Source: an optimization exercise on an open RTL-to-GDS flow (aim: small area, a short achievable clock period and few clock cycles per item). Production flows keep margins and buffers that such runs may drop. The RTL was checked by simulation tests, not by an equivalence proof against the original design. Power is estimated from default activity; no workload was simulated.

01-13:
==> flow/design.v (excerpt) <==
module add_up(
    input [14:0] in,
    output [17:0] out1,output [17:0] out2,
    output [17:0] out4,output [17:0] out3,
    input clk,
    input rst,
    input in_valid,
    output in_ready,
    output out_valid
    );
For scale: ~4,900 cells after synthesis, ~880 flip-flops, ~52,000 sq um of cells after synthesis.
==> flow/config.mk <==
export PLATFORM = sky130hd
export DESIGN_NAME = add_up
export DESIGN_NICKNAME = add_up
export VERILOG_FILES = /design/flow/design.v
export SDC_FILE = /design/flow/constraint.sdc
export NUM_CORES = 8
export LEC_CHECK = 0
export ABC_CLOCK_PERIOD_IN_PS = 3500
export CAP_MARGIN = 20
export CORE_MARGIN = 2
export CORE_UTILIZATION = 55
export SETUP_SLACK_MARGIN = 5
export SLEW_MARGIN = 20
==> flow/constraint.sdc <==
create_clock -name core_clock -period 9.0 [get_ports {clk}]
set_input_delay 1.8000 -clock core_clock [delete_from_list [all_inputs] [get_ports {clk}]]
set_output_delay 1.8000 -clock core_clock [all_outputs]
set_load 0.01 [all_outputs]
standard.sh (not shown) runs the stock make flow with config.mk's settings and CLKGATE_MAP_FILE= SYNTH_SCRIPT=/design/flow/synth_recipe.tcl, a recipe that flattens the netlist after the stock synthesis.
==> flow/flow/run.sh <==
#!/bin/bash
# Standard layout, repair of the worst paths aiming at a 3 ns period, plain buffers on the ports.
set -o pipefail
bash standard.sh SETUP_SLACK_MARGIN=6 TNS_END_PERCENT=5 "BUFFER_PORTS_ARGS=-buffer_cell sky130_fd_sc_hd__buf_2" finish > standard.log 2>&1
01-13 has completed all stages; timing, DRC and antenna checks passed.
Testbench counts of 01-13, summed over its fixed seeds: cycles 5,304, blocks 320.
Edits applied to the flow inputs when going from 01-13 to 05-23:
# 01-13
export LEC_CHECK = 0
export ABC_CLOCK_PERIOD_IN_PS = 3500
export CAP_MARGIN = 20
export CORE_MARGIN = 2
export CORE_UTILIZATION = 55
export SETUP_SLACK_MARGIN = 5
export SLEW_MARGIN = 20
create_clock -name core_clock -period 9.0 [get_ports {clk}]
# 05-23
export LEC_CHECK = 0
export ABC_CLOCK_PERIOD_IN_PS = 3500
export CAP_MARGIN = 50
export CORE_MARGIN = 2
export CORE_UTILIZATION = 40
export SETUP_SLACK_MARGIN = 5
export SLEW_MARGIN = 50
create_clock -name core_clock -period 9.0 [get_ports {clk}]
==> flow/flow/run.sh <==
#!/bin/bash
# Standard layout, with plain buffers on the ports.
set -o pipefail
bash standard.sh "BUFFER_PORTS_ARGS=-buffer_cell sky130_fd_sc_hd__buf_2" finish > standard.log 2>&1
## What came out
- In the final reports, the cell area of 05-23 is smaller than that of 01-13.
- The die footprint in 05-23 was higher than what 01-13 gave.
- 05-23 vs 01-13 — cell total after placement climbed by a few percent
- 05-23 reports a lower via count of the first global-routing pass than 01-13 does.
- met3 routing resource usage after global routing was lower in the run labelled 05-23.
- 01-13 → 05-23: average routed wire per standard cell went down by about 9%, clock latency on the worst-skew pair went up, post-route minimum period grew by 0.66 ns.
- 05-23 vs 01-13: core box area up
- Looking at wire length across both flows, 05-23 is the stronger of the two, with 01-13 trailing.

* * *

run A:
Starting RTL as in the previous note.
clock: 9.0 ns
lec_check: 0
abc_clock_period_in_ps: 3500
cap_margin: 50
core_margin: 2
core_utilization: 40
setup_slack_margin: 5
slew_margin: 50
==> flow/flow/run.sh <==
#!/bin/bash
# Standard layout, repair of the worst paths aiming at a 3 ns period, plain buffers on the ports.
set -o pipefail
bash standard.sh SETUP_SLACK_MARGIN=6 TNS_END_PERCENT=5 "BUFFER_PORTS_ARGS=-buffer_cell sky130_fd_sc_hd__buf_2" finish > standard.log 2>&1
Run A was carried through to the last stage, and its layout satisfied the timing, design-rule and antenna checks.
Testbench counts of run A, summed over its fixed seeds: cycles 5,304, blocks 320.
The following lists how run B was set up differently from run A:
- SLEW_MARGIN now 20, was 50
- CAP_MARGIN now 20, was 50
==> flow/flow/run.sh <==
#!/bin/bash
# Standard layout, repair of the worst paths aiming at a 3 ns period, plain buffers on the ports.
set -o pipefail
bash standard.sh SETUP_SLACK_MARGIN=6 TNS_END_PERCENT=20 "BUFFER_PORTS_ARGS=-buffer_cell sky130_fd_sc_hd__buf_2" finish > standard.log 2>&1
[summary]
Run B closes out successfully: all stages finished, all timing, DRC and antenna checks passed.
In the flow results for run B and run A, the global-route wire length before repair is larger on run A.
Run B vs. run A: number of clock buffers in the layout went up by 1.6%.
Compare run B and run A | proportion of cell area occupied by registers higher: run A
From run A to run B, initial core utilization did not move at all.
On final critical-path required period, run B tracks run A almost exactly.
Between run A and run B, the clock power figures differ only marginally.
Re combinational share of power: run B is 0.4 points up on run A.
Status: routability-driven placement congestion ratio parity (run A, run B)
What run C does differently from run B at the input level:
- swapping 20 for 50 in SLEW_MARGIN
- swapping 20 for 50 in CAP_MARGIN
- swapping 40 for 30 in CORE_UTILIZATION
==> flow/flow/run.sh <==
#!/bin/bash
# Standard layout, repair of the worst paths aiming at a 3 ns period, plain buffers on the ports.
set -o pipefail
bash standard.sh SETUP_SLACK_MARGIN=6 TNS_END_PERCENT=5 "BUFFER_PORTS_ARGS=-buffer_cell sky130_fd_sc_hd__buf_2" finish > standard.log 2>&1
## What came out
Run C completed end to end with timing, DRC and antenna clean. For run C, the slowest cell on the critical path was sky130_fd_sc_hd__dfxtp_4, unlike run B, where it was sky130_fd_sc_hd__dfxtp_1. Run C against run B: share of post-route cells with drive strength above 1 went down by 0.17 points, worst hold slack went up by 0.020 ns, amount of wire on met3 after detailed routing went down by 6.1%. A beginning of the critical path of o4[12]$_DFF_P_ is what run C shows, while o2[8]$_DFF_P_ belongs to run B.
Input-level comparison between run D and run C:
- CTS_CLUSTER_DIAMETER: unset -> 100
- CTS_CLUSTER_SIZE: unset -> 30
- CORE_UTILIZATION: 30 -> 40
- CAP_MARGIN: 50 -> 20
- SLEW_MARGIN: 50 -> 20
## What came out
End of the critical path = out2[13]: run D; end of the critical path = out4[17]: run C. Diff run C -> run D: sequential share of cell area picked up an extra 2.3 points; routed wire length fell by 5.4%; chip width down 56 µm; area growth from synthesis to layout -6.6 points; internal cell power -17%.
Input changes introduced in run E (baseline for comparison: run D):
- changing CTS_CLUSTER_SIZE from 30 to 20
### Flow results
Run E finished every stage and its layout cleared the timing, design-rule and antenna checks. Between run D and run E, the flow reports number of setup buffers added after CTS increasing by a few percent. Run D -> run E: area taken by multi-input logic gates flat. Maximum vdd ir drop: lower on run D. Clock transition at the register clock pins on the worst setup and hold paths after CTS came out lower on run E than on run D. Count of input and output buffers: run D vs run E identical.

[what the ideal ports hide]
The flow's constraints put no driver on any port. The routed layouts listed below were extracted and timed again, unchanged, in two steps. Step 1 sets driving cells, clkbuf_16 on the clock port and buf_2 on the other inputs (assumed; they add their load-dependent delay and slew). Step 2 times the ports against the registers' clock, not the clock port: input delays grow and output delays shrink by t, the midpoint of the rising clock arrivals with the driver on. a / b / c = ideal / step 1 / step 2; a / b = the first two.
| run | t, ns | setup WS [ns] | latest minus earliest clock arrival (ns) |
|---|---|---|---|
| 01-13 | 0.754 | 5.922 / 5.853 / 5.219 | 0.037 / 0.037 |
| 05-23 | 0.776 | 5.264 / 5.264 / 5.166 | 0.049 / 0.049 |
| run A | 0.782 | 5.944 / 5.895 / 5.222 | 0.027 / 0.027 |
| run B | 0.775 | 5.947 / 5.872 / 5.348 | 0.030 / 0.030 |
| run C | 0.800 | 5.929 / 5.855 / 5.208 | 0.056 / 0.056 |
| run D | 0.716 | 5.943 / 5.869 / 5.377 | 0.049 / 0.048 |
| run E | 0.746 | 5.913 / 5.841 / 5.377 | 0.055 / 0.054 |
After both steps every run listed still meets setup and hold. The setup slack of run A, which loses most, moves by -0.049 ns with the drivers and by -0.722 ns with both steps.
